Background: an optimization exercise with open tools, aiming at small area, a short achievable clock period and few clock cycles per item. Do not read the settings as production practice.
The RTL was checked by simulation tests, not by an equivalence proof against the original design.

Setup of run 1:
==> flow/design.v (excerpt) <==
module geofence ( clk,reset,X,Y,valid,is_inside);
    input clk;
    input reset;
    input [9:0] X;
    input [9:0] Y;
    output reg valid;
    output reg is_inside;
    reg [3:0] cnt;           
    reg [9:0] ox, oy;        
    reg wsx, wsy, rsx, rsy, lsx, lsy;
    reg [9:0] wmx, wmy, rmx, rmy, lmx, lmy;
    reg wzx, wzy, rzx, rzy, lzx, lzy;
    reg full;
    wire signed [10:0] dx = $signed({1'b0, X}) - $signed({1'b0, ox});
    wire signed [10:0] dy = $signed({1'b0, Y}) - $signed({1'b0, oy});
    wire [9:0] ax = dx[10] ? -dx[9:0] : dx[9:0];
    wire [9:0] ay = dy[10] ? -dy[9:0] : dy[9:0];
    wire r_s1 = rsx ^ wsy, r_s2 = rsy ^ wsx;
    wire l_s1 = lsx ^ wsy, l_s2 = lsy ^ wsx;
    wire r_z = (rzx | wzy) & (rzy | wzx);
    wire l_z = (lzx | wzy) & (lzy | wzx);
    wire dr_cin = !r_s1;
    wire dl_cin = !l_s1;
  ...
Size in the first run: roughly 1500 cells after synthesis, ~24 I/O pins.
make LEC_CHECK=0 CAP_MARGIN=20 CORE_MARGIN=2 CORE_UTILIZATION=40 SETUP_SLACK_MARGIN=5 SLEW_MARGIN=20 finish   # period 11.0 ns
run.sh (not shown) runs the stock make flow with config.mk's settings and CLKGATE_MAP_FILE= SYNTH_SCRIPT=/design/flow/synth_recipe.tcl, a recipe that flattens the netlist after the stock synthesis.
Testbench counts of run 1, summed over its fixed seeds: cycles 20,369, items 2,400.
The following lists how run 2 was set up differently from run 1:
diff --git a/flow/design.v b/flow/design.v
--- a/flow/design.v
+++ b/flow/design.v
@@ -1,22 +1,27 @@
 module geofence ( clk,reset,X,Y,valid,is_inside);
     input clk;
     input reset;
     input [9:0] X;
     input [9:0] Y;
     output reg valid;
     output reg is_inside;
     reg [3:0] cnt;           
     reg [9:0] ox, oy;        
-    reg wsx, wsy, rsx, rsy, lsx, lsy;
-    reg [9:0] wmx, wmy, rmx, rmy, lmx, lmy;
-    reg wzx, wzy, rzx, rzy, lzx, lzy;
+    reg wsx, wsy, wzx, wzy;
+    reg [9:0] wmx, wmy;
+    reg [23:0] wp, rq, lq;
+    reg ld_rq, ld_lq;
     reg full;
+    wire rsx, rsy, lsx, lsy, rzx, rzy, lzx, lzy;
+    wire [9:0] rmx, rmy, lmx, lmy;
+    assign {rsx, rmx, rzx, rsy, rmy, rzy} = ld_rq ? wp : rq;
+    assign {lsx, lmx, lzx, lsy, lmy, lzy} = ld_lq ? wp : lq;
     wire signed [10:0] dx = $signed({1'b0, X}) - $signed({1'b0, ox});
     wire signed [10:0] dy = $signed({1'b0, Y}) - $signed({1'b0, oy});
     wire [9:0] ax = dx[10] ? -dx[9:0] : dx[9:0];
     wire [9:0] ay = dy[10] ? -dy[9:0] : dy[9:0];
     wire r_s1 = rsx ^ wsy, r_s2 = rsy ^ wsx;
     wire l_s1 = lsx ^ wsy, l_s2 = lsy ^ wsx;
     wire r_z = (rzx | wzy) & (rzy | wzx);
     wire l_z = (lzx | wzy) & (lzy | wzx);
     wire dr_cin = !r_s1;
@@ -418,24 +423,21 @@
         end
     end
     always @(posedge clk) begin
         if (cnt == 4'd0) begin
             ox <= X;
             oy <= Y;
         end
         wsx <= dx[10]; wmx <= ax; wzx <= (dx == 11'sd0);
         wsy <= dy[10]; wmy <= ay; wzy <= (dy == 11'sd0);
-        if (first || (step && set_r)) begin
-            rsx <= wsx; rmx <= wmx; rzx <= wzx;
-            rsy <= wsy; rmy <= wmy; rzy <= wzy;
-        end
-        if (first || (step && set_l)) begin
-            lsx <= wsx; lmx <= wmx; lzx <= wzx;
-            lsy <= wsy; lmy <= wmy; lzy <= wzy;
-        end
+        wp <= {wsx, wmx, wzx, wsy, wmy, wzy};
+        rq <= {rsx, rmx, rzx, rsy, rmy, rzy};
+        lq <= {lsx, lmx, lzx, lsy, lmy, lzy};
+        ld_rq <= first || (step && set_r);
+        ld_lq <= first || (step && set_l);
         if (first)
             full <= w_zero;
         else if (step)
             full <= full || to_full;
         is_inside <= full || to_full;
     end
 endmodule
==> comparison <==
- Looking at the reports, run 2 completed the entire flow and the layout it produced met the timing, DRC and antenna checks.
- Sequential share of layout area: run 2 < run 1
- Run 2 vs. run 1: total nets after synthesis saw an increase, number of design-rule violations left by the first detailed-router iteration now sits higher, post-detailed-route wirelength per cell up 0.31 um.
- Run 2 vs. run 1: core utilization of the finished layout grew by 0.96 points, worst path arrival time grew by 230 ps.
- Run 2 vs. run 1: multi-input combinational area share fell by 1.0 points.
- Total global routing track utilization: run 2 vs run 1 up 0.39 points
- In the reports for run 1 and run 2, the larger cell area after layout belongs to run 2.
Testbench counts of run 2, summed over its fixed seeds: cycles 20,369, items 2,400.

---

Another version of the RTL of geofence (not shown whole).
Size in the first run: ~1800 cells after synthesis, roughly 99 flip-flops, roughly 24 I/O pins.
make LEC_CHECK=0 CAP_MARGIN=20 CORE_MARGIN=2 CORE_UTILIZATION=40 SLEW_MARGIN=20 finish   # period 11.0 ns
The first run produced a clean layout.
Testbench counts at the start, summed over its fixed seeds: cycles 21,600, items 2,400.
Edit:
--- a/flow/design.v
+++ b/flow/design.v
@@ -617,18 +617,18 @@
     wire signed [10:0] dy = $signed({1'b0, Y}) - $signed({1'b0, oy});
     wire [9:0] ax = dx[10] ? -dx[9:0] : dx[9:0];
     wire [9:0] ay = dy[10] ? -dy[9:0] : dy[9:0];
     always @(posedge clk or posedge reset) begin
         if (reset) begin
             cnt <= 4'd0;
             valid <= 1'b0;
         end else begin
-            cnt <= (cnt == 4'd8) ? 4'd0 : cnt + 4'd1;
-            valid <= (cnt == 4'd7);
+            cnt <= valid ? 4'd0 : cnt + 4'd1;
+            valid <= !valid && ((cnt == 4'd7) || ((cnt == 4'd5 || cnt == 4'd6) && (full || to_full)));
         end
     end
     always @(posedge clk) begin
         if (cnt == 4'd0) begin
             ox <= X;
             oy <= Y;
         end
         wsx <= dx[10]; wmx <= ax; wzx <= (dx == 11'sd0);
What happened:
- clock-buffer cell count rose by 1
- routed wire length rose by 3.4%
- cell count hardly moves
- sequential share of layout area barely changes
- hold slack improves by 0.023 ns
- global-route usage stays flat
- die area rose by 0.43%
Testbench counts after the change, summed over its fixed seeds: cycles 20,369, items 2,400.

static timing again, ports no longer ideal:
No port has a modelled driver above. Below, the same layouts with a new extraction and two added sets of constraints. Step 1 (the two cells are an assumption about what drives the block):
set clk [get_ports {clk}]
set_driving_cell -lib_cell sky130_fd_sc_hd__clkbuf_16 $clk
set_driving_cell -lib_cell sky130_fd_sc_hd__buf_2 [delete_from_list [all_inputs] $clk]
Step 2 also shifts input and output timing later by t, the mid clock arrival at the registers, as if the neighbouring blocks saw the same clock. Slacks: no drivers / after step 1 / after step 2; pairs: no drivers / after step 1.
| run | shift t [ns] | setup slack, ns | worst register clock-pin slew, ns | worst slew at a driven data input, ns |
|---|---|---|---|---|
| run 1 | 0.383 | 4.697 / 4.697 / 4.697 | 0.08 / 0.08 | 0.04 |
| run 2 | 0.459 | 4.549 / 4.549 / 4.549 | 0.07 / 0.07 | 0.03 |
| the first run of note 2 | 0.386 | 2.306 / 2.306 / 2.306 | 0.08 / 0.08 | 0.03 |
| the second run of note 2 | 0.384 | 2.381 / 2.381 / 2.381 | 0.07 / 0.07 | 0.04 |
After both steps every run listed still meets setup and hold.
